This design comes from an exercise in tuning for small area on the open sky130 flow, not from production work. Only simulation tests tie the RTL to the original design; equivalence was not proved. No driver is modelled on the clock port, so clocking that relies on it looks cheaper here than on a real chip. Power is estimated from default activity; no workload was simulated.

$ cat flow/flow/run.sh
#!/bin/bash
# Own layout flow: the standard flow (standard.sh) with these changes.
#  1. Synthesis is the standard synthesis (synth_recipe.tcl), except that
#     the final ABC technology mapping is run once with each of the scripts
#     flow/abc_map*.script (area-oriented: deepsyn with different seeds, then
#     &nf; no buffering or upsizing), and the mapping with the smallest cell
#     area is kept. Registers are not touched by ABC, so their names and
#     cell types are those of the standard synthesis.
#     Yosys's half/full adder extraction is off (ADDER_MAP_FILE empty), so
#     ABC maps the adders' logic with the rest.
#  2. Port buffers are sky130_fd_sc_hd__buf_1 (BUFFER_PORTS_ARGS).
#  3. Clock tree: CTS_ARGS below (clkbuf_8 buffers, no dummy loads), then
#     flow/post_cts.tcl (POST_CTS_TCL) sizes lightly loaded clock buffers
#     down.
# Every tool's full output goes to a log file in the work folder; ORFS's own
# logs are under orfs/logs/.
set -euo pipefail
W=$(pwd)
FL="$W/flow"

# synthesis script: synth_recipe.tcl with ABC's mapping replaced
{
  head -n 1 synth_recipe.tcl
  cat <<TCL
proc abc {args} {
  set i [lsearch -exact \$args -script]
  set libs {}
  foreach lib \$::env(LIB_FILES) { lappend libs -liberty \$lib }
  yosys design -save own_abc_pre
  set best -1
  foreach s [lsort [glob "$FL/abc_map*.script"]] {
    yosys design -load own_abc_pre
    lset args [expr {\$i + 1}] \$s
    yosys abc {*}\$args
    yosys tee -q -o {$W/own_abc_area.txt} stat {*}\$libs
    set fh [open {$W/own_abc_area.txt} r]
    set txt [read \$fh]
    close \$fh
    if {![regexp {Chip area for module[^:]*:\s*([0-9.]+)} \$txt -> a]} { error "no area" }
    puts "own abc: \$s area \$a"
    if {\$best < 0 || \$a < \$best} {
      set best \$a
      yosys design -save own_abc_best
    }
  }
  yosys design -load own_abc_best
  puts "own abc: kept area \$best"
}
TCL
  tail -n +2 synth_recipe.tcl
} > own_synth.tcl

# standard.sh with the synthesis script swapped
sed "s#$W/synth_recipe.tcl#$W/own_synth.tcl#g" standard.sh > own_standard.sh
grep -q own_synth.tcl own_standard.sh

# The standard synthesis in a folder of its own, to check register names
sed "s#WORK_HOME=$W/orfs #WORK_HOME=$W/orfs_std #" standard.sh > std_synth.sh
grep -q orfs_std std_synth.sh
bash std_synth.sh synth > "$W/std_synth.log" 2>&1

export ADDER_MAP_FILE=
export BUFFER_PORTS_ARGS="-buffer_cell sky130_fd_sc_hd__buf_1"
export CTS_ARGS="-root_buf sky130_fd_sc_hd__clkbuf_8 -buf_list sky130_fd_sc_hd__clkbuf_8 -sink_clustering_enable -dont_use_dummy_load -repair_clock_nets"
bash own_standard.sh synth > "$W/flow_synth.log" 2>&1

# the registers (instance names and cell types) must be the standard ones
regs() {
  grep -E '^ *sky130_fd_sc_hd__[a-z0-9]*df[a-z0-9]*_[0-9]+ ' "$1" \
    | awk '{sub(/_[0-9]+$/, "", $1); print $1, $2}' | sort
}
regs orfs_std/results/sky130hd/Stopwatch_main/base/1_2_yosys.v > regs_std.txt
regs orfs/results/sky130hd/Stopwatch_main/base/1_2_yosys.v > regs_own.txt
if ! cmp -s regs_std.txt regs_own.txt || grep -qE ' _[0-9]+_$' regs_own.txt; then
  echo "register names differ from the standard synthesis" >&2
  diff regs_std.txt regs_own.txt >&2 || true
  exit 1
fi

export POST_CTS_TCL="$FL/post_cts.tcl"
bash own_standard.sh > "$W/flow_make.log" 2>&1
test -s out/final.def
$ cat flow/flow/abc_map0.script
strash
&get -n
&deepsyn -T 5 -S 0
&dch -f
&nf -p -R 1000
&put
topo
dnsize
$ cat flow/flow/post_cts.tcl
# After CTS: size clock buffers down where their load is small. The root
# buffer, which drives only the other clock buffers, becomes clkbuf_2; a leaf
# buffer driving at most 8 clock pins becomes clkbuf_4. Cells only shrink in
# place, so placement stays legal.
set db [ord::get_db]
set block [ord::get_db_block]
foreach inst [$block getInsts] {
  set m [[$inst getMaster] getName]
  if {![string match "sky130_fd_sc_hd__clkbuf_*" $m]} { continue }
  set onet [[$inst findITerm X] getNet]
  if {$onet eq "NULL"} { continue }
  set nsinks 0
  set nbuf 0
  foreach it [$onet getITerms] {
    if {[$it getIoType] ne "INPUT"} { continue }
    incr nsinks
    if {[string match "sky130_fd_sc_hd__clkbuf_*" [[[$it getInst] getMaster] getName]]} { incr nbuf }
  }
  if {$nsinks > 0 && $nsinks == $nbuf} {
    set new sky130_fd_sc_hd__clkbuf_2
  } elseif {$nsinks <= 8} {
    set new sky130_fd_sc_hd__clkbuf_4
  } else {
    continue
  }
  if {$new eq $m} { continue }
  $inst swapMaster [$db findMaster $new]
  puts "post_cts: [$inst getName] $m -> $new ($nsinks sinks)"
}
$ cat flow/standard.sh
#!/bin/bash
# synth_recipe.tcl (not shown) runs the flow's synth.tcl, then flattens the netlist and writes it again
# the make line also repeats each setting of config.mk as NAME=value (left out here)
make -C /OpenROAD-flow-scripts/flow DESIGN_CONFIG=/design/flow/config.mk WORK_HOME=/design/flow/orfs CLKGATE_MAP_FILE= SYNTH_SCRIPT=/design/flow/synth_recipe.tcl "${@:-finish}"
$ cat flow/config.mk
export PLATFORM = sky130hd
export DESIGN_NAME = Stopwatch_main
export DESIGN_NICKNAME = Stopwatch_main
export VERILOG_FILES = /design/flow/design.v
export SDC_FILE = /design/flow/constraint.sdc
export NUM_CORES = 4
export LEC_CHECK = 0
export CAP_MARGIN = 20
export CORE_MARGIN = 2
export CORE_UTILIZATION = 50
export GPL_TIMING_DRIVEN = 0
export SLEW_MARGIN = 20
$ cat flow/constraint.sdc
create_clock -name core_clock -period 12.0 [get_ports {clk}]
set_input_delay 2.4000 -clock core_clock [delete_from_list [all_inputs] [get_ports {clk}]]
set_output_delay 2.4000 -clock core_clock [all_outputs]
set_load 0.01 [all_outputs]
$ cat flow/design.v
`timescale 1ns / 1ps
module Stopwatch_main(
    input clk,
    input wire rst,
    input wire start,
    input wire [1:0] mode,
    input wire [3:0] init_0,
    input wire [3:0] init_1,
    output [7:0] sseg,
    output [3:0] an
    );
    reg [3:0] e;
    reg [4:0] s;
    wire fast = e[1] & e[0];                     
    wire step = ~e[1] & e[0] & s[2] & s[1] & s[0];
    always @(posedge clk) begin
        if (rst) e <= 4'd14;
        else     e <= e + 4'd1;
        if (rst) s <= 5'd0;
        else     s <= {s[3:0], s[4] ^ s[1] ^ ~(s[2] | s[3])};
    end
    reg p, t, started, run;
    wire tick = t ^ (start & ~p);
    wire T_comp;
    always @(posedge clk) begin
        if (rst) begin
            p <= 1'b0;
            t <= 1'b0;
            started <= 1'b0;
            run <= 1'b0;
        end else if (step) begin
            p <= start;
            t <= tick;
            started <= started | tick | T_comp;
            run <= tick & ~T_comp;
        end
    end
    reg q;
    reg [3:0] d0, d1, d2, d3;
    reg cu;                 
    wire up = ~mode[1];
    wire n0 = d0[3] & d0[0];
    wire n1 = d1[3] & d1[0];
    wire n2 = d2[3] & d2[0];
    wire z0 = ~(d0[3] | d0[2] | d0[1] | d0[0]);
    wire z1 = ~(d1[3] | d1[2] | d1[1] | d1[0]);
    wire z2 = ~(d2[3] | d2[2] | d2[1] | d2[0]);
    wire n3 = d3[3] & d3[0];
    wire z3 = ~(d3[3] | d3[2] | d3[1] | d3[0]);
    assign T_comp = q | (cu ? (n3 & n2 & n1 & d0[3])
                            : (z3 & z2 & z1 & ~d0[3] & ~d0[2] & ~d0[1]));
    wire c1 = up ? n0 : z0;
    wire c2 = c1 & (up ? n1 : z1);
    wire c3 = c2 & (up ? n2 : z2);
    wire c4 = c3 & (up ? n3 : z3);
    wire top = q & d3[2] & d3[1] & d2[1] & d2[0] & d1[3] & d0[1] & d0[0];
    wire wd  = ~up & c4 & ~q;
    function [3:0] bump;
        input [3:0] d;
        input u;
        reg z;
        begin
            z = ~(d[3] | d[2] | d[1] | d[0]);
            bump[0] = ~d[0];
            bump[1] = u ? ((d[1] ^ d[0]) & ~d[3]) : (~(d[1] ^ d[0]) & (d[3] | d[2] | d[1]));
            bump[2] = u ? (d[2] ^ (d[1] & d[0])) : ((d[2] ^ (~d[1] & ~d[0])) & ~z);
            bump[3] = u ? (d[3] ? ~d[0] : (d[2] & d[1] & d[0])) : (d[3] ? d[0] : z);
        end
    endfunction
    wire [3:0] b0 = bump(d0, up);
    wire [3:0] b1 = bump(d1, up);
    wire [3:0] b2 = bump(d2, up);
    wire [3:0] b3 = bump(d3, up);
    wire [3:0] s0 = {b0[3] & ~wd, b0[2], b0[1] | wd, b0[0]};
    wire [3:0] s1 = {b1[3], b1[2], b1[1], b1[0] & ~wd};
    wire [3:0] s2 = {b2[3] & ~wd, b2[2], b2[1] | wd, b2[0]};
    wire [3:0] s3 = {b3[3] & ~wd, b3[2] | wd, b3[1] | wd, b3[0] & ~wd};
    wire sq = q ^ c4;
    wire ia = init_0[3] & (init_0[2] | init_0[1]);           
    wire [3:0] ih = {init_0[3] & ~ia,
                     ia ? (init_0[2] & init_0[1]) : init_0[2],
                     init_0[1] ^ ia,
                     init_0[0]};                             
    wire [4:0] ik = {1'b0, init_1} + {4'd0, ia};             
    wire ibig = ik[4] | (ik[3] & (ik[2] | ik[1]));
    wire [3:0] ith = ibig ? ik[3:0] + 4'd6 : ik[3:0];       
    wire iwrap = ik[4] & ih[2];                              
    wire pq = mode[0] & ibig & ~iwrap;
    wire [3:0] p0, p1, p2, p3;
    assign p3 = mode[0] ? (iwrap ? 4'd0 : ith)
                        : {mode[1], 2'b00, mode[1]};
    assign p2 = mode[0] ? (iwrap ? {3'd0, init_0[0]} : ih)
                        : {mode[1], 2'b00, mode[1]};
    assign p1 = mode[0] ? {3'd0, iwrap}
                        : {mode[1], 2'b00, mode[1]};
    assign p0 = mode[0] ? {1'b0, iwrap, iwrap, 1'b0}
                        : {mode[1], 2'b00, mode[1]};
    wire ld  = ~started;
    wire go  = step & (ld | run);
    wire e1 = go & (ld | c1);
    wire e2 = go & (ld | c2);
    wire e3 = go & (ld | c3);
    wire eq = go & (ld | c4);
    wire rT = rst | (step & started & run & up & top);
    always @(posedge clk) begin
        if (rst) cu <= 1'b1;
        else if (step) cu <= up;
        if (rT) begin
            q <= 1'b0; d3 <= 4'd0; d2 <= 4'd0; d1 <= 4'd0; d0 <= 4'd0;
        end else begin
            if (go) d0 <= ld ? p0 : s0;
            if (e1) d1 <= ld ? p1 : s1;
            if (e2) d2 <= ld ? p2 : s2;
            if (e3) d3 <= ld ? p3 : s3;
            if (eq) q  <= ld ? pq : sq;
        end
    end
    reg [3:0] dig;
    wire [1:0] nx = {e[3] ^ e[2], ~e[2]};    
    always @(posedge clk) begin
        if (rst) dig <= 4'd15;
        else if (fast) begin
            case (nx)
                2'd0: dig <= d0;
                2'd1: dig <= d1;
                2'd2: dig <= d2;
                2'd3: dig <= d3;
            endcase
        end
    end
    wire [6:0] seg;
    assign seg[0] = (dig[0]&dig[1]&dig[2]) | (~dig[1]&~dig[2]&~dig[3]);
    assign seg[1] = (dig[0]&dig[1]) | (dig[1]&~dig[2]) | (dig[0]&~dig[2]&~dig[3]);
    assign seg[2] = (dig[0]) | (~dig[1]&dig[2]);
    assign seg[3] = (dig[0]&~dig[1]&~dig[2]) | (~dig[0]&~dig[1]&dig[2]) | (dig[0]&dig[1]&dig[2]);
    assign seg[4] = (~dig[0]&dig[1]&~dig[2]) | (dig[1]&dig[3]);
    assign seg[5] = ~((~dig[0]&~dig[1]) | (~dig[2]) | (dig[0]&dig[1]&~dig[3]));
    assign seg[6] = (~dig[0]&~dig[1]&dig[2]) | (dig[1]&dig[3]) | (dig[0]&~dig[1]&~dig[2]&~dig[3]);
    wire dark = dig[1] & dig[3];
    assign an[0] = dark | ~(~e[3] & ~e[2]);
    assign an[1] = dark | ~(~e[3] &  e[2]);
    assign an[2] = dark | ~( e[3] & ~e[2]);
    assign an[3] = dark | ~( e[3] &  e[2]);
    assign sseg = {an[2], seg};
endmodule
==> impl_results.md, run 1 <==
- Antenna violations before repair: 0
- WHS Path Cells: 2
- Starting density of the core: 52.0%
- Placer Congestion: 0.896
- Worst slew margin relative to its limit: 41.5%
- Cell type group with the largest total delay on the critical path: simple AND/OR/NAND/NOR gates
- Sum of negative setup slack: 0 ps
- Worst setup slack for register-to-register paths: 8760 ps
- Core Area: 0.00400 sq mm
- Leak: 0.763 nW
- Critical path buffer and inverter count: 1
- DIE AREA: 0.00469 sq mm
- Cell area after layout: 0.00228 sq mm
- Final worst-path cycle share: 45.6%
- # DRC: 0
- Cell area after synthesis: 0.00208 sq mm
- Cell variety after synth: 38
- Kind of end point of the critical path: flip-flop
- Clock tree from TritonCTS: yes
- Remaining number of nets flagged by the antenna check after routing: 0
- Cell-by-cell listing of the critical path: buf_1 -> xnor2_1 -> nor2_1 -> nand2_1 -> or3_1 -> or3_1 -> a21oi_1 -> nor2b_1 -> nand2_1 -> o21a_1 -> nor3_1 -> a21oi_1 -> nor3_1 -> o21ai_0 -> a21oi_1
- Via count of the first global-routing pass: 1985
- Pin count of the biggest net entering global routing: 22
- First drt pass iteration count: 4
- Most frequent cells in the layout: sky130_fd_sc_hd__nor2_1, sky130_fd_sc_hd__nand2_1, sky130_fd_sc_hd__dfxtp_1, sky130_fd_sc_hd__a21oi_1, sky130_fd_sc_hd__buf_1
- Average cell area after synthesis: 6.91 sq um
- Worst reg2reg startpoint: d0[0]$_SDFFE_PP0P_
- Die Width: 68.5 microns
- Setup violation total in the final timing report: 0
- Placed standard-cell area: 0.00223 sq mm
- Nets@finish: 345
- Number of vias per cell after detailed routing: 6.04
- Total Routed Length: 5470 microns
- Classification of the worst setup path: primary input to flip-flop
- Path depth of the worst reg2reg path: 14
- Total of flip-flops plus latches after synthesis: 35
- Vias after detailed routing: 2294
- Result of the run: timing/DRC/antenna clean
- DRC marker count from the first detailed-route iteration: 86
- Layout cells sized above 1: 1.82%
- Most common library cell in the layout ignoring fill and taps: sky130_fd_sc_hd__nor2_1
- Final routed wire length divided by cell count: 14.4 microns
- Antenna diode count: 0
- Capture instance of the worst register-to-register path: d3[2]$_SDFFE_PP0P_
- Post-route total power: 0.228 mW
- Vertical die dimension: 68.5 microns
- Latest clock arrival within the worst-skew pair: 370 ps
- Achievable frequency: 183 MHz
- Startpoint of the most critical hold path: p$_SDFFE_PP0P_
- Biggest cell delay along the critical path: 640 ps
- Final HPWL from detailed placement: 4060 microns
- Endpoint with the worst hold slack: p$_SDFFE_PP0P_
- Most common cell on crit path: sky130_fd_sc_hd__a21oi_1
- Required time worst endpoint: 12300 ps
- Max-cap violations: 0
- Number of rows in the core area: 23
- Number of standard cells in the layout, taps in and fillers out: 380
- Clock transition time at the flip-flop clock pins of the worst setup and hold paths: 80 ps
- Final Hold Vio Count: 0
- Post-synthesis cell count: 301
- Number of clock sinks: 35
- Arr. time, crit path: 5780 ps
- Sequential-to-total area share from yosys stat: 33.7%
- Worst hold path class: flip-flop to flip-flop
- Buffers on Ports: 24
- Unrepaired setup endpoints after global routing: false
- Boundary Pins: 25
- Crit path time final: 5470 ps
- Syn_nets: 314
- Worst slew pin tran: 877 ps
- Worst clock skew: 18.2 ps
- First-pass GRT wire length: 9020 microns
- CP Max Fanout: 21
- Post-synthesis to final-layout area growth: 9.63%
- Peak supply drop: 0.0531 mV
- Power per cell area: 100 mW/mm^2
- Synth warnings: 1
- Final max-slew violation count: 0
- CP startpoint kind: primary input
- Total routing resource utilization after global routing: 25.6%
- Cell count after placement: 375
- Crit-path slowest cell: sky130_fd_sc_hd__buf_1
- Final design utilization: 57.0%
- Congestion Overflow GR: 0
## cell usage after synthesis
cell                         n  area (sq um)
sky130_fd_sc_hd__o22ai_1     7          43.8
sky130_fd_sc_hd__nor3_1     20           100
sky130_fd_sc_hd__a211oi_1    4          30.0
sky130_fd_sc_hd__and4_1      1          8.76
sky130_fd_sc_hd__a222oi_1    2          20.0
sky130_fd_sc_hd__buf_4       1          7.51
sky130_fd_sc_hd__o311ai_0    2          17.5
sky130_fd_sc_hd__a41oi_1     1          8.76
sky130_fd_sc_hd__a31oi_1     3          18.8
sky130_fd_sc_hd__o221ai_1    1          8.76
sky130_fd_sc_hd__a32oi_1     1          8.76
sky130_fd_sc_hd__nand2b_1    3          18.8
sky130_fd_sc_hd__o2111ai_1   1          8.76
sky130_fd_sc_hd__a22oi_1     4          30.0
sky130_fd_sc_hd__o21a_1      5          37.5
sky130_fd_sc_hd__nor3b_1     1          7.51
sky130_fd_sc_hd__o21ai_0    13          65.1
sky130_fd_sc_hd__a311oi_1    2          17.5
sky130_fd_sc_hd__clkinv_1    4          15.0
sky130_fd_sc_hd__nand4_1     4          25.0
sky130_fd_sc_hd__a2111oi_0   1          8.76
sky130_fd_sc_hd__and2_0      6          37.5
sky130_fd_sc_hd__or3_1       5          31.3
sky130_fd_sc_hd__nand3_1     9          45.0
sky130_fd_sc_hd__nor2_1     55           206
sky130_fd_sc_hd__a211o_1     1          8.76
sky130_fd_sc_hd__and3_1      1          6.26
sky130_fd_sc_hd__dfxtp_1    35           701
sky130_fd_sc_hd__o31ai_1     2          15.0
sky130_fd_sc_hd__o2111a_1    1          11.3
sky130_fd_sc_hd__nor2b_1    14          87.6
sky130_fd_sc_hd__nor4_1      4          25.0
sky130_fd_sc_hd__a21oi_1    33           165
sky130_fd_sc_hd__xnor2_1     1          8.76
sky130_fd_sc_hd__xor2_1      3          26.3
sky130_fd_sc_hd__a32o_1      1          10.0
sky130_fd_sc_hd__nand2_1    48           180
sky130_fd_sc_hd__a21boi_0    1          7.51
## routing by layer
layer	share of wire, %	global-route usage [%]
met2	45	41.0
met1	47	34.0
met5	0	0
met4	1.9	11.0
met3	5.7	3.90
## registers in the layout, indices dropped and copies added (netlist names)
signal   count
s            5
d0           4
d1           4
d2           4
d3           4
dig          4
e            4
cu           1
p            1
q            1
run          1
started      1
t            1
## area by class of cell
| type | instances | area [sq um] |
|---|---|---|
| multi-input combinational | 261 | 1360 |
| sequential | 35 | 701 |
| tap | 50 | 62.6 |
| buffer | 1 | 7.51 |
| clock buffer | 5 | 47.5 |
| inverter | 4 | 15.0 |
| timing repair buffer | 24 | 90.1 |
| fill | 427 | 1720 |
## tightest hold or removal path: stages (launching register included)
cell and delay, ps:
sky130_fd_sc_hd__dfxtp_1 320, sky130_fd_sc_hd__nand2_1 50, sky130_fd_sc_hd__a21oi_1 50
## where the power goes
part / internal, mW / switching (mW)
clock: 0.0247 / 0.0383
combinational: 0.0139 / 0.0246
sequential: 0.121 / 0.00627
## cell families (layout without fill, tap and decap cells)
kind of cell	after synthesis	in the layout	synth area share, %
AOI/OAI and AO/OA	86	86	26.1
DFF	35	35	33.7
buffers and inverters	5	34	1.08
xor gates and xnor gates	4	4	1.69
and+or+nand+nor	171	171	37.5
## metrics by stage
stage	setup slack (ps)	hold slack (ps)
6_report	6530	463
5_1_grt	6130	483
3_5_place_dp	6220	452
3_3_place_gp	6220	444
2_1_floorplan	7400	431
## worst max-delay path by stage
stage	start	to	cells past startpoint
finish	mode[1]	d3[2]$_SDFFE_PP0P_	15
global route	mode[1]	d3[2]$_SDFFE_PP0P_	15
detailed placement	mode[1]	d3[2]$_SDFFE_PP0P_	15
global placement	mode[1]	d3[2]$_SDFFE_PP0P_	15
floorplan	mode[1]	d3[2]$_SDFFE_PP0P_	14
==> run 2, diff against run 1 <==
--- a/flow/flow/run.sh
+++ b/flow/flow/run.sh
@@ -8,6 +8,8 @@
 #     cell types are those of the standard synthesis.
 #     Yosys's half/full adder extraction is off (ADDER_MAP_FILE empty), so
 #     ABC maps the adders' logic with the rest.
+#     Yosys's insbuf (a buffer between two outputs that carry the same
+#     signal) uses sky130_fd_sc_hd__buf_1 instead of buf_4.
 #  2. Port buffers are sky130_fd_sc_hd__buf_1 (BUFFER_PORTS_ARGS).
 #  3. Clock tree: CTS_ARGS below (clkbuf_8 buffers, no dummy loads), then
 #     flow/post_cts.tcl (POST_CTS_TCL) sizes lightly loaded clock buffers
@@ -46,6 +48,9 @@
   yosys design -load own_abc_best
   puts "own abc: kept area \$best"
 }
+proc insbuf {args} {
+  yosys insbuf -buf sky130_fd_sc_hd__buf_1 A X
+}
 TCL
   tail -n +2 synth_recipe.tcl
 } > own_synth.tcl
==> flow/flow/abc_map00.script (new file) <==
strash
&get -n
&deepsyn -T 35 -S 0
&dch -f
&nf -p -R 1000
&put
topo
dnsize
==> flow/flow/abc_map01.script (new file) <==
strash
&get -n
&deepsyn -T 35 -S 1
&dch -f
&nf -p -R 1000
&put
topo
dnsize
==> flow/flow/abc_map02.script (new file) <==
strash
&get -n
&deepsyn -T 35 -S 2
&dch -f
&nf -p -R 1000
&put
topo
dnsize
==> flow/flow/abc_map03.script (new file) <==
strash
&get -n
&deepsyn -T 35 -S 3
&dch -f
&nf -p -R 1000
&put
topo
dnsize
==> flow/flow/abc_map04.script (new file) <==
strash
&get -n
&deepsyn -T 35 -S 4
&dch -f
&nf -p -R 1000
&put
topo
dnsize
==> flow/flow/abc_map05.script (new file) <==
strash
&get -n
&deepsyn -T 35 -S 5
&dch -f
&nf -p -R 1000
&put
topo
dnsize
==> flow/flow/abc_map06.script (new file) <==
strash
&get -n
&deepsyn -T 35 -S 6
&dch -f
&nf -p -R 1000
&put
topo
dnsize
==> flow/flow/abc_map07.script (new file) <==
strash
&get -n
&deepsyn -T 35 -S 7
&dch -f
&nf -p -R 1000
&put
topo
dnsize
==> flow/flow/abc_map08.script (new file) <==
strash
&get -n
&deepsyn -T 35 -S 8
&dch -f
&nf -p -R 1000
&put
topo
dnsize
==> flow/flow/abc_map09.script (new file) <==
strash
&get -n
&deepsyn -T 35 -S 9
&dch -f
&nf -p -R 1000
&put
topo
dnsize
==> flow/flow/abc_map10.script (new file) <==
strash
&get -n
&deepsyn -T 35 -S 10
&dch -f
&nf -p -R 1000
&put
topo
dnsize
==> flow/flow/abc_map11.script (new file) <==
strash
&get -n
&deepsyn -T 35 -S 11
&dch -f
&nf -p -R 1000
&put
topo
dnsize
removed: flow/flow/abc_map0.script
==> run 2 against run 1 <==
Compared with the run above:
- critical path depth is 2 lower
- clock power hardly changed
- final area is 4.1% lower
- largest power group unchanged
- sequential share of layout area is 1.3 points higher
- wire length is 12% lower
- power is 3.6% lower
- final cell count is 6.8% lower
- highest routed layer unchanged
- register-to-register slack worse by 150 ps
- hold slack worse by 13 ps
==> impl_results.md, run 2 <==
- Final HPWL from detailed placement: 3700 microns (-9.1%)
- Most common library cell in the layout ignoring fill and taps: sky130_fd_sc_hd__nor2_1
- Vertical die dimension: 67.1 microns (-2.1%)
- Flip-flop count of the largest register, all copies and words added: 5 (unchanged)
- Number of clock sinks: 35 (unchanged)
- Worst hold path class: flip-flop to flip-flop
- Achievable frequency: 209 MHz (+14%)
- Sum of negative setup slack: 0 ps (unchanged)
- Arr. time, crit path: 5020 ps (-760 ps)
- Final routed wire length divided by cell count: 13.6 microns (-5.8%)
- Final Hold Vio Count: 0 (unchanged)
- DIE AREA: 0.00450 sq mm (-4.1%)
- Final design utilization: 58.4% (+1.4 points)
- Capture instance of the worst register-to-register path: d1[2]$_SDFFE_PP0P_
- Unrepaired setup endpoints after global routing: false
- Max-cap violations: 0 (unchanged)
- Post-synthesis cell count: 277 (-8.0%)
- Top register by number of flip-flops: s
- # DRC: 0 (unchanged)
- Syn_nets: 290 (-7.6%)
- Clock transition time at the flip-flop clock pins of the worst setup and hold paths: 70 ps (about the same)
- Crit path time final: 4780 ps (-688 ps)
- Top area cells in the synthesized netlist: sky130_fd_sc_hd__dfxtp_1, sky130_fd_sc_hd__nor2_1, sky130_fd_sc_hd__nand2_1, sky130_fd_sc_hd__a21oi_1, sky130_fd_sc_hd__o21ai_0
- Vias after detailed routing: 2046 (-11%)
- Leak: 0.781 nW (+2.4%)
- Buffers on Ports: 24 (unchanged)
- Placed standard-cell area: 0.00214 sq mm (-4.1%)
- Sequential-to-total area share from yosys stat: 35.2% (+1.5 points)
- Worst slew pin tran: 999 ps (+121 ps)
- Layout cells sized above 1: 1.63% (-0.18 points)
- First drt pass iteration count: 4 (unchanged)
- Most numerous cell types in the synthesized netlist: sky130_fd_sc_hd__nor2_1, sky130_fd_sc_hd__nand2_1, sky130_fd_sc_hd__dfxtp_1
- EDFF count, synth: 0 (unchanged)
- Remaining number of nets flagged by the antenna check after routing: 0 (unchanged)
- Worst slew margin relative to its limit: 33.3% (-8.2 points)
- Latest clock arrival within the worst-skew pair: 380 ps (about the same)
- Boundary Pins: 25 (unchanged)
- Peak supply drop: 0.0850 mV (+60%)
- Layout filler cell count: 394 (-7.7%)
- Setup violation total in the final timing report: 0 (unchanged)
- Post-synthesis to final-layout area growth: 9.94%
- Power per cell area: 101 mW/mm^2 (+0.51%)
- Antenna diode count: 0 (unchanged)
- Antenna violations before repair: 0 (unchanged)
- Starting density of the core: 53.1% (+1.2 points)
- WHS Path Cells: 1 (-1)
- Cell area after synthesis: 0.00199 sq mm (-4.3%)
- Average cell area after synthesis: 7.18 sq um (+4.0%)
- Kind of end point of the critical path: flip-flop
- Nets@finish: 321 (-7.0%)
- Most used flip-flop cell after synthesis: sky130_fd_sc_hd__dfxtp_1
- Total of flip-flops plus latches after synthesis: 35 (unchanged)
- DRC marker count from the first detailed-route iteration: 163 (+90%)
- Library cell with the highest instance count after synthesis: sky130_fd_sc_hd__nor2_1
- Placer Congestion: 0.888 (-0.97%)
- Required time worst endpoint: 12240 ps (-60 ps)
- Pin count of the biggest net entering global routing: 20 (-9.1%)
- Critical path launch point: mode[1]
- Most frequent cells in the layout: sky130_fd_sc_hd__nor2_1, sky130_fd_sc_hd__nand2_1, sky130_fd_sc_hd__dfxtp_1, sky130_fd_sc_hd__buf_1, sky130_fd_sc_hd__a21oi_1
- Worst setup slack for register-to-register paths: 8610 ps (-150 ps)
- Final max-slew violation count: 0 (unchanged)
- Via count of the first global-routing pass: 1809 (-8.9%)
- Final worst-path cycle share: 39.9% (-5.7 points)
- Die Width: 67.1 microns (-2.1%)
- Cell area after layout: 0.00219 sq mm (-4.1%)
- Clock tree from TritonCTS: yes
- Number of rows in the core area: 22 (-4.3%)
- Result of the run: timing/DRC/antenna clean
- First-pass GRT wire length: 8360 microns (-7.4%)
- Proportion of netlist area held by the largest area contributor: 35.2% (+1.5 points)
- Number of vias per cell after detailed routing: 5.78 (-4.3%)
- Post-synthesis cell type with the largest combined area: sky130_fd_sc_hd__dfxtp_1
- CP Max Fanout: 16 (-24%)
- Path depth of the worst reg2reg path: 13 (-1)
- CP startpoint kind: primary input
- Classification of the worst setup path: primary input to flip-flop
- Cell variety after synth: 39 (+2.6%)
- Congestion Overflow GR: 0 (unchanged)
- Total Routed Length: 4800 microns (-12%)
- Share of flip-flops with an asynchronous set or reset: 0% (unchanged)
- Core Area: 0.00374 sq mm (-6.4%)
- Total routing resource utilization after global routing: 24.5% (-1.1 points)
- Worst clock skew: 33.2 ps (+15.0 ps)
- Synth warnings: 1 (unchanged)
- Crit path to: d1[2]$_SDFFE_PP0P_
- Worst reg2reg startpoint: s[1]$_SDFF_PP0_
-- run 2: critical path, cell delays in order --
cell and delay (ps):
sky130_fd_sc_hd__buf_1 540, sky130_fd_sc_hd__xor2_1 180, sky130_fd_sc_hd__and3_1 230, sky130_fd_sc_hd__nor2b_1 290, sky130_fd_sc_hd__nand2_1 190, sky130_fd_sc_hd__nor2_1 170, sky130_fd_sc_hd__nor2_1 100, sky130_fd_sc_hd__a21oi_1 200
sky130_fd_sc_hd__nor2_1 110, sky130_fd_sc_hd__and3_1 200, sky130_fd_sc_hd__a22o_1 210, sky130_fd_sc_hd__o21ai_0 140, sky130_fd_sc_hd__a21oi_1 50
-- run 2: per-stage QoR --
step | power (mW) | std cells | setup WS, ps | hold WS, ps
finish | 0.220 | 354 | 7220 | 451
global route | 0.231 | 354 | 6900 | 479
detailed placement | 0.160 | 349 | 6860 | 442
global placement | 0.160 | 349 | 6870 | 432
floorplan | 0.148 | 277 | 7750 | 420
-- run 2: worst min-delay path by stage --
| stage | from | endpoint | slack, ps |
|---|---|---|---|
| global placement | t$_SDFFE_PP0P_ | t$_SDFFE_PP0P_ | 430 |
| detailed placement | t$_SDFFE_PP0P_ | t$_SDFFE_PP0P_ | 440 |
| floorplan | t$_SDFFE_PP0P_ | t$_SDFFE_PP0P_ | 420 |
| finish | t$_SDFFE_PP0P_ | t$_SDFFE_PP0P_ | 450 |
| global route | t$_SDFFE_PP0P_ | t$_SDFFE_PP0P_ | 480 |
-- run 2: layout make-up --
| type | count | area, sq um | area share, % |
|---|---|---|---|
| clock buffers | 5 | 47.5 | 2.17 |
| repair buffers | 24 | 90.1 | 4.12 |
| well taps | 48 | 60.1 | 2.75 |
| flip-flops and latches | 35 | 701 | 32.0 |
| multi-input cells | 235 | 1260 | 57.7 |
| inverters | 6 | 22.5 | 1.03 |
| plain buffers | 1 | 3.75 | 0.172 |
-- run 2: power by group --
group / internal, mW / total, mW / switching, mW
clock network: 0.0248 / 0.0628 / 0.0381
logic: 0.0120 / 0.0329 / 0.0209
registers: 0.120 / 0.125 / 0.00454
-- run 2: layer usage --
layer,GRT usage [%],share of wire [%]
met5,0,0
met2,36.9,44
met4,5.61,0.92
met3,5.07,5.3
met1,35.6,50
-- run 2: cells by family (layout without fill, tap and decap cells) --
logic type                after synthesis  after routing  synth area share (%)
and+or+nand+nor                       151            151                  35.3
AOI/OAI and AO/OA                      77             77                  25.1
xor gates and xnor gates                7              7                  3.08
buffers and inverters                   7             36                  1.32
DFF                                    35             35                  35.2
==> run 3, diff against run 2 <==
--- a/flow/design.v
+++ b/flow/design.v
@@ -35,8 +35,8 @@
             run <= tick & ~T_comp;
         end
     end
-    reg q;
-    reg [3:0] d0, d1, d2, d3;
+    reg [4:0] k;
+    reg [3:0] d0, d1, d2;
     reg cu;                 
     wire up = ~mode[1];
     wire n0 = d0[3] & d0[0];
@@ -45,16 +45,16 @@
     wire z0 = ~(d0[3] | d0[2] | d0[1] | d0[0]);
     wire z1 = ~(d1[3] | d1[2] | d1[1] | d1[0]);
     wire z2 = ~(d2[3] | d2[2] | d2[1] | d2[0]);
-    wire n3 = d3[3] & d3[0];
-    wire z3 = ~(d3[3] | d3[2] | d3[1] | d3[0]);
-    assign T_comp = q | (cu ? (n3 & n2 & n1 & d0[3])
-                            : (z3 & z2 & z1 & ~d0[3] & ~d0[2] & ~d0[1]));
+    wire big = k[4] | (k[3] & (k[2] | k[1]));    
+    wire k9  = k[3] & k[0] & ~k[4];              
+    wire kz  = ~(k[4] | k[3] | k[2] | k[1] | k[0]);
+    assign T_comp = big | (cu ? (k9 & n2 & n1 & d0[3])
+                              : (kz & z2 & z1 & ~d0[3] & ~d0[2] & ~d0[1]));
     wire c1 = up ? n0 : z0;
     wire c2 = c1 & (up ? n1 : z1);
     wire c3 = c2 & (up ? n2 : z2);
-    wire c4 = c3 & (up ? n3 : z3);
-    wire top = q & d3[2] & d3[1] & d2[1] & d2[0] & d1[3] & d0[1] & d0[0];
-    wire wd  = ~up & c4 & ~q;
+    wire top = k[4] & d2[1] & d2[0] & d1[3] & d0[1] & d0[0];
+    wire wd  = ~up & c3 & kz;
     function [3:0] bump;
         input [3:0] d;
         input u;
@@ -70,25 +70,22 @@
     wire [3:0] b0 = bump(d0, up);
     wire [3:0] b1 = bump(d1, up);
     wire [3:0] b2 = bump(d2, up);
-    wire [3:0] b3 = bump(d3, up);
     wire [3:0] s0 = {b0[3] & ~wd, b0[2], b0[1] | wd, b0[0]};
     wire [3:0] s1 = {b1[3], b1[2], b1[1], b1[0] & ~wd};
     wire [3:0] s2 = {b2[3] & ~wd, b2[2], b2[1] | wd, b2[0]};
-    wire [3:0] s3 = {b3[3] & ~wd, b3[2] | wd, b3[1] | wd, b3[0] & ~wd};
-    wire sq = q ^ c4;
+    wire [4:0] kb = up ? k + 5'd1 : k - 5'd1;
+    wire [4:0] sk = {kb[4], kb[3:0] & {4{~wd}}};
     wire ia = init_0[3] & (init_0[2] | init_0[1]);           
     wire [3:0] ih = {init_0[3] & ~ia,
                      ia ? (init_0[2] & init_0[1]) : init_0[2],
                      init_0[1] ^ ia,
                      init_0[0]};                             
     wire [4:0] ik = {1'b0, init_1} + {4'd0, ia};             
-    wire ibig = ik[4] | (ik[3] & (ik[2] | ik[1]));
-    wire [3:0] ith = ibig ? ik[3:0] + 4'd6 : ik[3:0];       
     wire iwrap = ik[4] & ih[2];                              
-    wire pq = mode[0] & ibig & ~iwrap;
-    wire [3:0] p0, p1, p2, p3;
-    assign p3 = mode[0] ? (iwrap ? 4'd0 : ith)
-                        : {mode[1], 2'b00, mode[1]};
+    wire [4:0] pk;
+    wire [3:0] p0, p1, p2;
+    assign pk = mode[0] ? (iwrap ? 5'd0 : ik)
+                        : {1'b0, mode[1], 2'b00, mode[1]};
     assign p2 = mode[0] ? (iwrap ? {3'd0, init_0[0]} : ih)
                         : {mode[1], 2'b00, mode[1]};
     assign p1 = mode[0] ? {3'd0, iwrap}
@@ -99,24 +96,23 @@
     wire go  = step & (ld | run);
     wire e1 = go & (ld | c1);
     wire e2 = go & (ld | c2);
-    wire e3 = go & (ld | c3);
-    wire eq = go & (ld | c4);
+    wire ek = go & (ld | c3);
     wire rT = rst | (step & started & run & up & top);
     always @(posedge clk) begin
         if (rst) cu <= 1'b1;
         else if (step) cu <= up;
         if (rT) begin
-            q <= 1'b0; d3 <= 4'd0; d2 <= 4'd0; d1 <= 4'd0; d0 <= 4'd0;
+            k <= 5'd0; d2 <= 4'd0; d1 <= 4'd0; d0 <= 4'd0;
         end else begin
             if (go) d0 <= ld ? p0 : s0;
             if (e1) d1 <= ld ? p1 : s1;
             if (e2) d2 <= ld ? p2 : s2;
-            if (e3) d3 <= ld ? p3 : s3;
-            if (eq) q  <= ld ? pq : sq;
+            if (ek) k  <= ld ? pk : sk;
         end
     end
     reg [3:0] dig;
     wire [1:0] nx = {e[3] ^ e[2], ~e[2]};    
+    wire [3:0] d3 = big ? k[3:0] + 4'd6 : k[3:0];    
     always @(posedge clk) begin
         if (rst) dig <= 4'd15;
         else if (fast) begin
==> run 3 against run 2 <==
Compared with the run above:
- sequential cell count did not move
- hold slack improved by 7.0 ps
- still clean on timing, DRC and antenna
- largest power group unchanged
- synthesized cell count rose by 1.1%
- via count rose by 2.5%
- combinational power fell by 3%
- utilization rose by 0.27 points
- setup slack improved by 180 ps
- power fell by 0.77%
- first-iteration DRC count rose by 22%
- final cell count rose by 0.85%
- largest cell class unchanged
==> impl_results.md, run 3 <==
- CP Max Fanout: 19 (+3)
- Latest clock arrival within the worst-skew pair: 360 ps (-20 ps)
- Leak: 0.729 nW (-6.6%)
- Congestion Overflow GR: 0 (unchanged)
- Proportion of netlist area held by the largest area contributor: 35.1% (-0.088 points)
- Boundary Pins: 25 (unchanged)
- Peak supply drop: 0.0896 mV (+5.4%)
- Final HPWL from detailed placement: 3680 microns (-0.30%)
- Vertical die dimension: 67.2 microns (+0.12%)
- Sum of negative setup slack: 0 ps (unchanged)
- DIE AREA: 0.00451 sq mm (+0.24%)
- Clock tree from TritonCTS: yes
- Crit path to: k[2]$_SDFFE_PP0P_
- Total routing resource utilization after global routing: 24.3% (-0.17 points)
- Synth warnings: 1 (unchanged)
- Cell variety after synth: 38 (-2.6%)
- Largest registers: k: 5 flops, s: 5 flops
- DRC marker count from the first detailed-route iteration: 199 (+22%)
- Cell area after layout: 0.00220 sq mm (+0.46%)
- Core Area: 0.00374 sq mm (unchanged)
- Post-synthesis cell count: 280 (+1.1%)
- Layout cells sized above 1: 1.94% (+0.31 points)
- Worst slew pin tran: 984 ps (-14.3 ps)
- Total Routed Length: 4940 microns (+2.9%)
- Number of vias per cell after detailed routing: 5.87 (+1.6%)
- Cell area after synthesis: 0.00199 sq mm (+0.25%)
- Worst clock skew: 16.5 ps (-16.7 ps)
- Most numerous cell types in the synthesized netlist: sky130_fd_sc_hd__nor2_1, sky130_fd_sc_hd__nand2_1, sky130_fd_sc_hd__dfxtp_1
- CP startpoint kind: primary input
- Sequential-to-total area share from yosys stat: 35.1% (-0.088 points)
- Result of the run: timing/DRC/antenna clean
- Unrepaired setup endpoints after global routing: false
- Kind of end point of the critical path: flip-flop
- Share of flip-flops with an asynchronous set or reset: 0% (unchanged)
- Syn_nets: 293 (+1.0%)
- Number of clock sinks: 35 (unchanged)
- Starting density of the core: 53.3% (+0.13 points)
- Most common library cell in the layout ignoring fill and taps: sky130_fd_sc_hd__nor2_1
- Layout filler cell count: 410 (+4.1%)
- Worst reg2reg startpoint: s[1]$_SDFF_PP0_
- Average cell area after synthesis: 7.12 sq um (-0.82%)
- Max-cap violations: 0 (unchanged)
- First-pass GRT wire length: 8420 microns (+0.83%)
- Area of combinational cells with multiple inputs: 0.00128 sq mm (+1.4%)
- Achievable frequency: 217 MHz (+3.9%)
- Crit path time final: 4600 ps (-179 ps)
- Total of flip-flops plus latches after synthesis: 35 (unchanged)
- # DRC: 0 (unchanged)
- Worst setup slack for register-to-register paths: 8430 ps (-180 ps)
- Library cell with the highest instance count after synthesis: sky130_fd_sc_hd__nor2_1
- Most frequent cells in the layout: sky130_fd_sc_hd__nor2_1, sky130_fd_sc_hd__nand2_1, sky130_fd_sc_hd__dfxtp_1, sky130_fd_sc_hd__a21oi_1, sky130_fd_sc_hd__buf_1
- Placer Congestion: 0.905 (+1.9%)
- Pin count of the biggest net entering global routing: 20 (unchanged)
- Critical path launch point: mode[1]
- Post-synthesis cell type with the largest combined area: sky130_fd_sc_hd__dfxtp_1
- Number of rows in the core area: 22 (unchanged)
- Final worst-path cycle share: 38.4% (-1.5 points)
- Remaining number of nets flagged by the antenna check after routing: 0 (unchanged)
- Top area cells in the synthesized netlist: sky130_fd_sc_hd__dfxtp_1, sky130_fd_sc_hd__nor2_1, sky130_fd_sc_hd__nand2_1, sky130_fd_sc_hd__a21oi_1, sky130_fd_sc_hd__o21ai_0
- Worst hold margin: 458 ps (+7.01 ps)
- Final Hold Vio Count: 0 (unchanged)
- Capture instance of the worst register-to-register path: k[2]$_SDFFE_PP0P_
- Required time worst endpoint: 12270 ps (+30 ps)
- Antenna violations before repair: 0 (unchanged)
- First drt pass iteration count: 4 (unchanged)
- Final design utilization: 58.7% (+0.27 points)
- Seq. cell area: 701 sq um (unchanged)
- Via count of the first global-routing pass: 1841 (+1.8%)
- Placed standard-cell area: 0.00215 sq mm (+0.47%)
- Post-synthesis to final-layout area growth: 10.2%
- Post-route total power: 0.219 mW (-0.77%)
- Worst slew margin relative to its limit: 34.2% (+0.96 points)
- Worst hold path class: flip-flop to flip-flop
- Nets@finish: 324 (+0.93%)
- Buffers on Ports: 24 (unchanged)
- Clock transition time at the flip-flop clock pins of the worst setup and hold paths: 80 ps (about the same)
- Antenna diode count: 0 (unchanged)
- Most used flip-flop cell after synthesis: sky130_fd_sc_hd__dfxtp_1
- Final max-slew violation count: 0 (unchanged)
- Setup violation total in the final timing report: 0 (unchanged)
- Path depth of the worst reg2reg path: 13 (unchanged)
- Arr. time, crit path: 4870 ps (-150 ps)
- Final routed wire length divided by cell count: 13.8 microns (+2.0%)
- EDFF count, synth: 0 (unchanged)
- Classification of the worst setup path: primary input to flip-flop
- Die Width: 67.2 microns (+0.12%)
- Vias after detailed routing: 2097 (+2.5%)
- Power per cell area: 99.5 mW/mm^2 (-1.2%)
==> run 3: stage by stage <==
stage / std cells / setup slack [ps]
after global placement: 352 / 6840
final: 357 / 7400
after floorplan: 280 / 7910
after global routing: 357 / 7030
after detailed placement: 352 / 7120
==> run 3: how the worst min path moves through the flow <==
stage,cells after the start,end,from
2_1_floorplan,1,e[0]$_SDFF_PP0_,e[0]$_SDFF_PP0_
3_3_place_gp,1,e[0]$_SDFF_PP0_,e[0]$_SDFF_PP0_
3_5_place_dp,1,e[0]$_SDFF_PP0_,e[0]$_SDFF_PP0_
5_1_grt,1,s[4]$_SDFF_PP0_,s[3]$_SDFF_PP0_
6_report,1,e[0]$_SDFF_PP0_,e[0]$_SDFF_PP0_
==> run 3: metal layers <==
metal / vias up / track usage (%) / share of wire (%)
met5: - / 0 / 0
met4: 0 / 8.42 / 2.0
met3: 11 / 5.00 / 5.0
met2: 53 / 35.6 / 44
met1: 960 / 35.3 / 49
li1: 1073 / - / -
==> run 3: power breakdown <==
part / leakage (nW) / internal, mW / switching [mW]
combinational: 0.416 / 0.0125 / 0.0194
clock: 0.0277 / 0.0247 / 0.0360
sequential: 0.285 / 0.120 / 0.00559
total: 0.729 / 0.158 / 0.0610
==> run 3: critical path, cell delays in order <==
cell,delay (ps)
sky130_fd_sc_hd__buf_1,590
sky130_fd_sc_hd__nand3_1,310
sky130_fd_sc_hd__o22ai_1,340
sky130_fd_sc_hd__nand2_1,130
sky130_fd_sc_hd__a21oi_1,220
sky130_fd_sc_hd__a21oi_1,120
sky130_fd_sc_hd__a31oi_1,280
sky130_fd_sc_hd__o21ai_0,160
sky130_fd_sc_hd__nor2b_1,160
sky130_fd_sc_hd__nor3_1,160
==> run 3: logic make-up (layout without fill, tap and decap cells) <==
family,after synthesis,in the layout,share of synthesized area [%]
and+or+nand+nor,153,153,36.3
buffers and inverters,5,34,0.941
DFF,35,35,35.1
AOI/OAI and AO/OA,80,80,24.5
xor gates and xnor gates,6,6,2.64
muxes,1,1,0.502
==> run 3: area by class of cell <==
class                           count  area share, %
Inverter                            4          0.683
Timing Repair Buffer               24           4.10
Sequential cell                    35           31.9
Tap cell                           48           2.73
Buffer                              1          0.171
Multi-Input combinational cell    240           58.3
Clock buffer                        5           2.16
==> run 4, diff against run 3 <==
==> flow/design.v (replaced) <==
`timescale 1ns / 1ps
module Stopwatch_main(
    input clk,
    input wire rst,
    input wire start,
    input wire [1:0] mode,
    input wire [3:0] init_0,
    input wire [3:0] init_1,
    output [7:0] sseg,
    output [3:0] an
    );
    reg [3:0] e;
    reg [4:0] s;
    wire fast = e[1] & e[0];                     
    wire step = ~e[1] & e[0] & s[2] & s[1] & s[0];
    always @(posedge clk) begin
        if (rst) e <= 4'd14;
        else     e <= e + 4'd1;
        if (rst) s <= 5'd0;
        else     s <= {s[3:0], s[4] ^ s[1] ^ ~(s[2] | s[3])};
    end
    reg p, t, started, run;
    wire tick = t ^ (start & ~p);
    wire T_comp;
    always @(posedge clk) begin
        if (rst) begin
            p <= 1'b0;
            t <= 1'b0;
            started <= 1'b0;
            run <= 1'b0;
        end else if (step) begin
            p <= start;
            t <= tick;
            started <= started | tick | T_comp;
            run <= tick & ~T_comp;
        end
    end
    reg q;
    reg [3:0] d0, d1, d2, d3;
    reg cu;                 
    wire up = ~mode[1];
    wire n0 = d0[3] & d0[0];
    wire n1 = d1[3] & d1[0];
    wire n2 = d2[3] & d2[0];
    wire z0 = ~(d0[3] | d0[2] | d0[1] | d0[0]);
    wire z1 = ~(d1[3] | d1[2] | d1[1] | d1[0]);
    wire z2 = ~(d2[3] | d2[2] | d2[1] | d2[0]);
    wire n3 = d3[3] & d3[0];
    wire z3 = ~(d3[3] | d3[2] | d3[1] | d3[0]);
    assign T_comp = q | (cu ? (n3 & n2 & n1 & d0[3])
                            : (z3 & z2 & z1 & ~d0[3] & ~d0[2] & ~d0[1]));
    wire L0 = up ? n0 : z0;
    wire L1 = up ? n1 : z1;
    wire L2 = up ? n2 : z2;
    wire L3 = up ? n3 : z3;
    wire c1 = L0;
    wire c2 = c1 & L1;
    wire c3 = c2 & L2;
    wire c4 = c3 & L3;
    wire top = q & d3[2] & d3[1] & d2[1] & d2[0] & d1[3] & d0[1] & d0[0];
    wire wd  = ~up & c4 & ~q;
    wire [1:0] nx = {e[3] ^ e[2], ~e[2]};             
    wire [1:0] ai = {L0 & L1, L0 & (~L1 | L2)};       
    wire [1:0] sel = e[1] ? nx : ai;
    reg [3:0] md;
    always @(*) begin
        case (sel)
            2'd0: md = d0;
            2'd1: md = d1;
            2'd2: md = d2;
            2'd3: md = d3;
        endcase
    end
    wire [3:0] pm = up ? md + 4'd1 : md - 4'd1;
    wire nu = ~up;
    wire [3:0] s0 = ~L0 ? pm : {nu & ~wd, 1'b0, wd, nu};
    wire [3:0] s1 = ~L1 ? pm : {nu, 1'b0, 1'b0, nu & ~wd};
    wire [3:0] s2 = ~L2 ? pm : {nu & ~wd, 1'b0, wd, nu};
    wire [3:0] s3 = ~L3 ? pm : {nu & ~wd, wd, wd, nu & ~wd};
    wire sq = q ^ c4;
    wire ia = init_0[3] & (init_0[2] | init_0[1]);           
    wire [3:0] ih = {init_0[3] & ~ia,
                     ia ? (init_0[2] & init_0[1]) : init_0[2],
                     init_0[1] ^ ia,
                     init_0[0]};                             
    wire [4:0] ik = {1'b0, init_1} + {4'd0, ia};             
    wire ibig = ik[4] | (ik[3] & (ik[2] | ik[1]));
    wire [3:0] ith = ibig ? ik[3:0] + 4'd6 : ik[3:0];       
    wire iwrap = ik[4] & ih[2];                              
    wire pq = mode[0] & ibig & ~iwrap;
    wire [3:0] p0, p1, p2, p3;
    assign p3 = mode[0] ? (iwrap ? 4'd0 : ith)
                        : {mode[1], 2'b00, mode[1]};
    assign p2 = mode[0] ? (iwrap ? {3'd0, init_0[0]} : ih)
                        : {mode[1], 2'b00, mode[1]};
    assign p1 = mode[0] ? {3'd0, iwrap}
                        : {mode[1], 2'b00, mode[1]};
    assign p0 = mode[0] ? {1'b0, iwrap, iwrap, 1'b0}
                        : {mode[1], 2'b00, mode[1]};
    wire ld  = ~started;
    wire go  = step & (ld | run);
    wire e1 = go & (ld | c1);
    wire e2 = go & (ld | c2);
    wire e3 = go & (ld | c3);
    wire eq = go & (ld | c4);
    wire rT = rst | (step & started & run & up & top);
    always @(posedge clk) begin
        if (rst) cu <= 1'b1;
        else if (step) cu <= up;
        if (rT) begin
            q <= 1'b0; d3 <= 4'd0; d2 <= 4'd0; d1 <= 4'd0; d0 <= 4'd0;
        end else begin
            if (go) d0 <= ld ? p0 : s0;
            if (e1) d1 <= ld ? p1 : s1;
            if (e2) d2 <= ld ? p2 : s2;
            if (e3) d3 <= ld ? p3 : s3;
            if (eq) q  <= ld ? pq : sq;
        end
    end
    reg [3:0] dig;
    always @(posedge clk) begin
        if (rst) dig <= 4'd15;
        else if (fast) dig <= md;
    end
    wire [6:0] seg;
    assign seg[0] = (dig[0]&dig[1]&dig[2]) | (~dig[1]&~dig[2]&~dig[3]);
    assign seg[1] = (dig[0]&dig[1]) | (dig[1]&~dig[2]) | (dig[0]&~dig[2]&~dig[3]);
    assign seg[2] = (dig[0]) | (~dig[1]&dig[2]);
    assign seg[3] = (dig[0]&~dig[1]&~dig[2]) | (~dig[0]&~dig[1]&dig[2]) | (dig[0]&dig[1]&dig[2]);
    assign seg[4] = (~dig[0]&dig[1]&~dig[2]) | (dig[1]&dig[3]);
    assign seg[5] = ~((~dig[0]&~dig[1]) | (~dig[2]) | (dig[0]&dig[1]&~dig[3]));
    assign seg[6] = (~dig[0]&~dig[1]&dig[2]) | (dig[1]&dig[3]) | (dig[0]&~dig[1]&~dig[2]&~dig[3]);
    wire dark = dig[1] & dig[3];
    assign an[0] = dark | ~(~e[3] & ~e[2]);
    assign an[1] = dark | ~(~e[3] &  e[2]);
    assign an[2] = dark | ~( e[3] & ~e[2]);
    assign an[3] = dark | ~( e[3] &  e[2]);
    assign sseg = {an[2], seg};
endmodule
==> run 4 against run 3 <==
Compared with the run above:
- die area down 2.5%
- fmax down 15%
- hold slack better by 5.7 ps
- clock power down 4.6%
- critical path depth up 4
- sequential power about the same
==> impl_results.md, run 4 <==
- Antenna diode count: 0 (unchanged)
- Final design utilization: 57.8% (-0.89 points)
- Number of clock sinks: 35 (unchanged)
- Die Width: 66.3 microns (-1.3%)
- Most common library cell in the layout ignoring fill and taps: sky130_fd_sc_hd__nand2_1
- First-pass GRT wire length: 8240 microns (-2.2%)
- Share of flip-flops with an asynchronous set or reset: 0% (unchanged)
- Layout cells sized above 1: 1.69% (-0.25 points)
- Clock tree from TritonCTS: yes
- Post-synthesis cell type with the largest combined area: sky130_fd_sc_hd__dfxtp_1
- Required time worst endpoint: 12220 ps (-50 ps)
- DRC marker count from the first detailed-route iteration: 163 (-18%)
- Crit path time final: 5440 ps (+830 ps)
- Clock transition time at the flip-flop clock pins of the worst setup and hold paths: 80 ps (about the same)
- Final max-slew violation count: 0 (unchanged)
- First drt pass iteration count: 4 (unchanged)
- Most used flip-flop cell after synthesis: sky130_fd_sc_hd__dfxtp_1
- Kind of end point of the critical path: flip-flop
- Worst clock skew: 13.5 ps (-3.06 ps)
- Total routing resource utilization after global routing: 24.1% (-0.26 points)
- Classification of the worst setup path: primary input to flip-flop
- Clock Power Share: 24.4% (-3.4 points)
- Post-synthesis cell count: 266 (-5.0%)
- # DRC: 0 (unchanged)
- Total Routed Length: 4820 microns (-2.4%)
- Placer Congestion: 0.949 (+4.9%)
- Final routed wire length divided by cell count: 14.0 microns (+1.5%)
- Cell variety after synth: 38 (unchanged)
- Congestion Overflow GR: 0 (unchanged)
- Total of flip-flops plus latches after synthesis: 35 (unchanged)
- Post-route total power: 0.238 mW (+8.9%)
- Top register by number of flip-flops: s
- Final HPWL from detailed placement: 3730 microns (+1.2%)
- Power per cell area: 112 mW/mm^2 (+12%)
- Worst setup slack after placement: 6250 ps (-877 ps)
- Arr. time, crit path: 5650 ps (+780 ps)
- Int Power: 0.161 mW (+2.2%)
- Net switching power of the design: 0.0769 mW (+26%)
- Setup violation total in the final timing report: 0 (unchanged)
- Library cell with the highest instance count after synthesis: sky130_fd_sc_hd__nand2_1
- Peak supply drop: 0.0832 mV (-7.2%)
- Sequential-to-total area share from yosys stat: 36.1% (+0.97 points)
- Worst slew pin tran: 688 ps (-297 ps)
- Seq. cell area: 701 sq um (unchanged)
- EDFF count, synth: 0 (unchanged)
- Number of vias per cell after detailed routing: 5.75 (-2.1%)
- Most numerous cell types in the synthesized netlist: sky130_fd_sc_hd__nand2_1, sky130_fd_sc_hd__dfxtp_1, sky130_fd_sc_hd__nor2_1
- Final worst-path cycle share: 45.3% (+6.9 points)
- Result of the run: timing/DRC/antenna clean
- Area of combinational cells with multiple inputs: 0.00121 sq mm (-5.5%)
- Least setup slack across all paths after layout: 6560 ps (-830 ps)
- CP Max Fanout: 14 (-5)
- Worst hold path class: flip-flop to flip-flop
- Cell area after synthesis: 0.00194 sq mm (-2.7%)
- Achievable frequency: 184 MHz (-15%)
- Syn_nets: 279 (-4.8%)
- CP startpoint kind: primary input
- Part of the power in combinational logic: 22.7% (+8.1 points)
- Antenna violations before repair: 0 (unchanged)
- Unrepaired setup endpoints after global routing: false
- Flip-flop count of the largest register, all copies and words added: 5
- Proportion of netlist area held by the largest area contributor: 36.1% (+0.97 points)
- Top area cells in the synthesized netlist: sky130_fd_sc_hd__dfxtp_1, sky130_fd_sc_hd__nand2_1, sky130_fd_sc_hd__nor2_1, sky130_fd_sc_hd__a21oi_1, sky130_fd_sc_hd__o21ai_0
- Switching Fraction: 32.3% (+4.4 points)
- Leak: 0.743 nW (+1.9%)
- Pin count of the biggest net entering global routing: 18 (-10%)
- Worst slew margin relative to its limit: 54.1% (+20 points)
- Flop pwr share: 52.9% (-4.7 points)
- Via count of the first global-routing pass: 1761 (-4.3%)
- Vias after detailed routing: 1973 (-5.9%)
- Starting density of the core: 52.6% (-0.66 points)
- Core Area: 0.00369 sq mm (-1.5%)
- Nets@finish: 310 (-4.3%)
- Final Hold Vio Count: 0 (unchanged)
- Layout filler cell count: 386 (-5.9%)
- Vertical die dimension: 66.3 microns (-1.3%)
- Most frequent cells in the layout: sky130_fd_sc_hd__nand2_1, sky130_fd_sc_hd__dfxtp_1, sky130_fd_sc_hd__nor2_1, sky130_fd_sc_hd__buf_1, sky130_fd_sc_hd__a21oi_1
- Boundary Pins: 25 (unchanged)
- Remaining number of nets flagged by the antenna check after routing: 0 (unchanged)
- Sum of negative setup slack: 0 ps (unchanged)
- Max-cap violations: 0 (unchanged)
- Latest clock arrival within the worst-skew pair: 340 ps (-20 ps)
- Number of rows in the core area: 22 (unchanged)
- Post-synthesis to final-layout area growth: 9.86%
- DIE AREA: 0.00440 sq mm (-2.5%)
- Buffers on Ports: 24 (unchanged)
- Average cell area after synthesis: 7.30 sq um (+2.4%)
- Synth warnings: 1 (unchanged)
-- run 4: changes by cell type in the layout (fill, tap and decap cells not counted), sizes merged, moves of 6 or more --
cell / change
nor3: -8
o22ai: +6
nor2: -15
a21oi: -6
nand2: +7
-- run 4: stage by stage --
stage,std cells,cell area [sq um],hold WS (ps)
after floorplan,266,1940,422
after global placement,338,2090,440
after detailed placement,338,2090,445
after global routing,343,2130,481
final,343,2130,464
-- run 4: path summary, 6_finish.rpt --
kind / from / to / slack, ps / depth (start not counted)
min: s[3]$_SDFF_PP0_ / s[4]$_SDFF_PP0_ / 460 / 1
max: mode[1] / d3[1]$_SDFFE_PP0P_ / 6560 / 14
max reg2reg: d1[3]$_SDFFE_PP0P_ / d3[1]$_SDFFE_PP0P_ / 8500 / 15
min reg2reg: s[3]$_SDFF_PP0_ / s[4]$_SDFF_PP0_ / 460 / 1
-- run 4: routing by layer --
metal	part of all wire, %	routed length, microns	track usage [%]
met5	0	0	0
met4	0.56	27	4.59
met1	49	2350	34.9
met3	5.9	284	4.09
met2	45	2150	37.5
-- run 4: critical path, stage by stage --
cell and delay (ps):
sky130_fd_sc_hd__buf_1 460, sky130_fd_sc_hd__nor4b_1 350, sky130_fd_sc_hd__o21ai_0 270, sky130_fd_sc_hd__o31ai_1 440, sky130_fd_sc_hd__nand2b_1 210, sky130_fd_sc_hd__o22ai_1 100
sky130_fd_sc_hd__nor2_1 240, sky130_fd_sc_hd__nand2_1 110, sky130_fd_sc_hd__nor2_1 180, sky130_fd_sc_hd__nor2_1 80, sky130_fd_sc_hd__a22oi_1 380, sky130_fd_sc_hd__nor2_1 110
sky130_fd_sc_hd__a211oi_1 260, sky130_fd_sc_hd__a21oi_1 60
-- run 4: layout make-up --
cell class / count / share of cell area [%]
buffer: 1 / 0.176
tap: 48 / 2.82
multi-input combinational: 223 / 56.7
sequential: 35 / 32.9
timing repair buffer: 24 / 4.23
inverter: 7 / 1.23
clock buffer: 5 / 1.94
-- run 4: cells by family after synthesis --
group                     after synthesis  share of synthesized area (%)
AOI/OAI and AO/OA                      82                           26.8
xor gates and xnor gates                4                           1.81
buffers and inverters                   8                           1.55
DFF                                    35                           36.1
and+or+nand+nor                       137                           33.7
-- run 4: power by group through the flow --
stage                     Sequential, mW  Clock [mW]  Combinational (mW)
final                              0.126      0.0580              0.0540
after global placement             0.129           0              0.0532
after global routing               0.127      0.0650              0.0609
after floorplan                    0.127           0              0.0381
after detailed placement           0.129           0              0.0538
==> run 5, diff against run 4 <==
==> flow/flow/abc_map12.script (new file) <==
strash
&get -n
&deepsyn -T 35 -S 12
&dch -f
&nf -p -R 1000
&put
topo
dnsize
==> flow/flow/abc_map13.script (new file) <==
strash
&get -n
&deepsyn -T 35 -S 13
&dch -f
&nf -p -R 1000
&put
topo
dnsize
==> flow/flow/abc_map14.script (new file) <==
strash
&get -n
&deepsyn -T 35 -S 14
&dch -f
&nf -p -R 1000
&put
topo
dnsize
==> flow/flow/abc_map15.script (new file) <==
strash
&get -n
&deepsyn -T 35 -S 15
&dch -f
&nf -p -R 1000
&put
topo
dnsize
==> run 5 against run 4 <==
Compared with the run above:
- synthesized cell count down 6.0%
- power down 8.0%
- sequential cell count unchanged
- clock power up 1%
- wire length up 3.5%
- first-iteration DRC count down 5.5%
- critical path type unchanged
- clock skew up 5.8 ps
- die area down 0.42%
- critical endpoint is now d3[3]$_SDFFE_PP0P_
- synthesized area down 0.45%
- critical path depth up 3
- sequential power about the same
- final area down 0.41%
==> impl_results.md, run 5 <==
- Result of the run: timing/DRC/antenna clean
- Cell area after layout: 0.00212 sq mm (-0.41%)
- Cell variety after synth: 43 (+13%)
- CP Max Fanout: 9 (-5)
- Cell-by-cell listing of the critical path: buf_1 -> clkinv_1 -> nand3_1 -> o21ai_0 -> a211oi_1 -> a21oi_1 -> a21boi_0 -> a22o_1 -> a221o_1 -> nand3_1 -> nor2b_1 -> nor2_1 -> a41oi_1 -> nand3_1 -> nand2_1 -> nand2_1 -> o22ai_1
- Total of flip-flops plus latches after synthesis: 35 (unchanged)
- Pin count of the biggest net entering global routing: 18 (unchanged)
- Share of flip-flops with an asynchronous set or reset: 0% (unchanged)
- Placer Congestion: 0.928 (-2.2%)
- Remaining number of nets flagged by the antenna check after routing: 0 (unchanged)
- Vertical die dimension: 66.2 microns (-0.21%)
- Top register by number of flip-flops: s
- Buffers on Ports: 24 (unchanged)
- Via count of the first global-routing pass: 1803 (+2.4%)
- Core Area: 0.00369 sq mm (unchanged)
- Cell area after synthesis: 0.00193 sq mm (-0.45%)
- Die Width: 66.2 microns (-0.21%)
- # DRC: 0 (unchanged)
- Most frequent cells in the layout: sky130_fd_sc_hd__dfxtp_1, sky130_fd_sc_hd__nand2_1, sky130_fd_sc_hd__buf_1, sky130_fd_sc_hd__nor2_1, sky130_fd_sc_hd__o21ai_0
- Clock transition time at the flip-flop clock pins of the worst setup and hold paths: 80 ps (about the same)
- Layout filler cell count: 374 (-3.1%)
- CP startpoint kind: primary input
- Clock tree from TritonCTS: yes
- Power per cell area: 103 mW/mm^2 (-7.6%)
- Post-route total power: 0.219 mW (-8.0%)
- Number of clock sinks: 35 (unchanged)
- Final max-slew violation count: 0 (unchanged)
- Post-synthesis cell count: 250 (-6.0%)
- Layout cells sized above 1: 1.79% (+0.097 points)
- DIE AREA: 0.00438 sq mm (-0.42%)
- Leak: 0.748 nW (+0.63%)
- Post-synthesis cell type with the largest combined area: sky130_fd_sc_hd__dfxtp_1
- First drt pass iteration count: 6 (+2)
- Worst clock skew: 19.2 ps (+5.76 ps)
- Crit-path slowest cell: sky130_fd_sc_hd__a41oi_1
- Worst slew margin relative to its limit: 44.4% (-9.8 points)
- Unrepaired setup endpoints after global routing: false
- Placed standard-cell area: 0.00208 sq mm (-0.42%)
- Final routed wire length divided by cell count: 15.2 microns (+8.5%)
- Final HPWL from detailed placement: 3700 microns (-0.73%)
- Classification of the worst setup path: primary input to flip-flop
- Sum of negative setup slack: 0 ps (unchanged)
- Arr. time, crit path: 5910 ps (+260 ps)
- DRC marker count from the first detailed-route iteration: 154 (-5.5%)
- Worst hold margin: 461 ps (-2.21 ps)
- Least setup slack across all paths after layout: 6360 ps (-209 ps)
- Starting density of the core: 52.4% (-0.24 points)
- Latest clock arrival within the worst-skew pair: 360 ps (+20 ps)
- Achievable frequency: 177 MHz (-3.7%)
- Proportion of netlist area held by the largest area contributor: 36.3% (+0.16 points)
- Biggest cell delay along the critical path: 440 ps (-20 ps)
- Synth warnings: 1 (unchanged)
- Vias after detailed routing: 2009 (+1.8%)
- Number of vias per cell after detailed routing: 6.14 (+6.8%)
- Average cell area after synthesis: 7.73 sq um (+5.9%)
- Most common cell on crit path: sky130_fd_sc_hd__nand3_1
- Required time worst endpoint: 12270 ps (+50 ps)
- Top area cells in the synthesized netlist: sky130_fd_sc_hd__dfxtp_1, sky130_fd_sc_hd__nand2_1, sky130_fd_sc_hd__o21ai_0, sky130_fd_sc_hd__a21oi_1, sky130_fd_sc_hd__nor2_1
- Total Routed Length: 4990 microns (+3.5%)
- Congestion Overflow GR: 0 (unchanged)
- EDFF count, synth: 0 (unchanged)
- Antenna violations before repair: 0 (unchanged)
- Final Hold Vio Count: 0 (unchanged)
- Setup violation total in the final timing report: 0 (unchanged)
- Final design utilization: 57.6% (-0.24 points)
- Max-cap violations: 0 (unchanged)
- Syn_nets: 263 (-5.7%)
- Number of rows in the core area: 22 (unchanged)
- First-pass GRT wire length: 8380 microns (+1.7%)
- Number of standard cells in the layout, taps in and fillers out: 327 (-4.7%)
- Worst hold path class: flip-flop to flip-flop
- Sequential-to-total area share from yosys stat: 36.3% (+0.16 points)
- Final worst-path cycle share: 47.0% (+1.7 points)
- Boundary Pins: 25 (unchanged)
- Crit path time final: 5640 ps (+209 ps)
- Peak supply drop: 0.0778 mV (-6.5%)
- Total routing resource utilization after global routing: 25.0% (+0.90 points)
- Worst slew pin tran: 833 ps (+145 ps)
- Post-synthesis to final-layout area growth: 9.91% (about the same)
- Flip-flop count of the largest register, all copies and words added: 5 (unchanged)
- Cell count after placement: 322 (-4.7%)
- Nets@finish: 294 (-5.2%)
- Library cell with the highest instance count after synthesis: sky130_fd_sc_hd__dfxtp_1
- Kind of end point of the critical path: flip-flop
- Antenna diode count: 0 (unchanged)
- Most numerous cell types in the synthesized netlist: sky130_fd_sc_hd__dfxtp_1, sky130_fd_sc_hd__nand2_1, sky130_fd_sc_hd__nor2_1
- Most common library cell in the layout ignoring fill and taps: sky130_fd_sc_hd__dfxtp_1
- Most used flip-flop cell after synthesis: sky130_fd_sc_hd__dfxtp_1
- Worst setup slack after placement: 6110 ps (-131 ps)
## run 5: cell count changes after synthesis, sizes merged, moves of 3 or more
cell | before | now
nand2 | 46 | 29
nor2 | 29 | 22
o22ai | 9 | 2
and2 | 1 | 6
a41oi | 0 | 3
nor2b | 11 | 8
## run 5: worst paths after layout
check | start | cells past startpoint | slack [ps] | endpoint
hold reg to reg | p$_SDFFE_PP0P_ | 2 | 460 | p$_SDFFE_PP0P_
setup reg to reg | d1[0]$_SDFFE_PP0P_ | 15 | 8180 | d3[3]$_SDFFE_PP0P_
setup / recovery | mode[1] | 17 | 6360 | d3[3]$_SDFFE_PP0P_
hold / removal | p$_SDFFE_PP0P_ | 2 | 460 | p$_SDFFE_PP0P_
## run 5: cell families after synthesis
kind of cell | share of synthesized area [%]
AOI/OAI and AO/OA | 28.8
xor gates and xnor gates | 1.81
buffers and inverters | 1.75
DFF | 36.3
muxes | 0.583
and+or+nand+nor | 30.8
## run 5: worst max-delay path, delay by kind of cell
family,cells,cell delay [ps]
AND/OR/NAND/NOR,7,920
AO/OA/AOI/OAI,8,1940
buffers and inverters,2,640
## run 5: power breakdown
group	internal, mW	leakage (nW)	switching, mW
clock	0.0213	0.0251	0.0375
sequential	0.120	0.285	0.00461
combinational	0.0136	0.438	0.0222
## run 5: layer usage
layer  vias to the layer above  track usage [%]  part of all wire [%]
li1                       1007                -                     -
met1                       904             35.4                    47
met2                        86             38.1                    43
met3                        12             4.94                   8.3
met4                         0             7.40                   1.9
met5                         -                0                     0
## run 5: layout make-up
| class | instances | area [sq um] | share of cell area (%) |
|---|---|---|---|
| Multi-Input combinational cell | 206 | 1200 | 56.4 |
| Sequential cell | 35 | 701 | 33.0 |
| Timing Repair Buffer | 24 | 90.1 | 4.24 |
| Tap cell | 48 | 60.1 | 2.83 |
| Clock buffer | 5 | 41.3 | 1.94 |
| Inverter | 8 | 30.0 | 1.41 |
| Buffer | 1 | 3.75 | 0.177 |

Check on run 5: ideal ports give 6.356 ns setup slack; a clkbuf_16 on the clock port and buf_2 on the inputs give 6.363 ns; moving port delays by the midpoint clock arrival (0.372 ns) as well gives 5.990 ns.
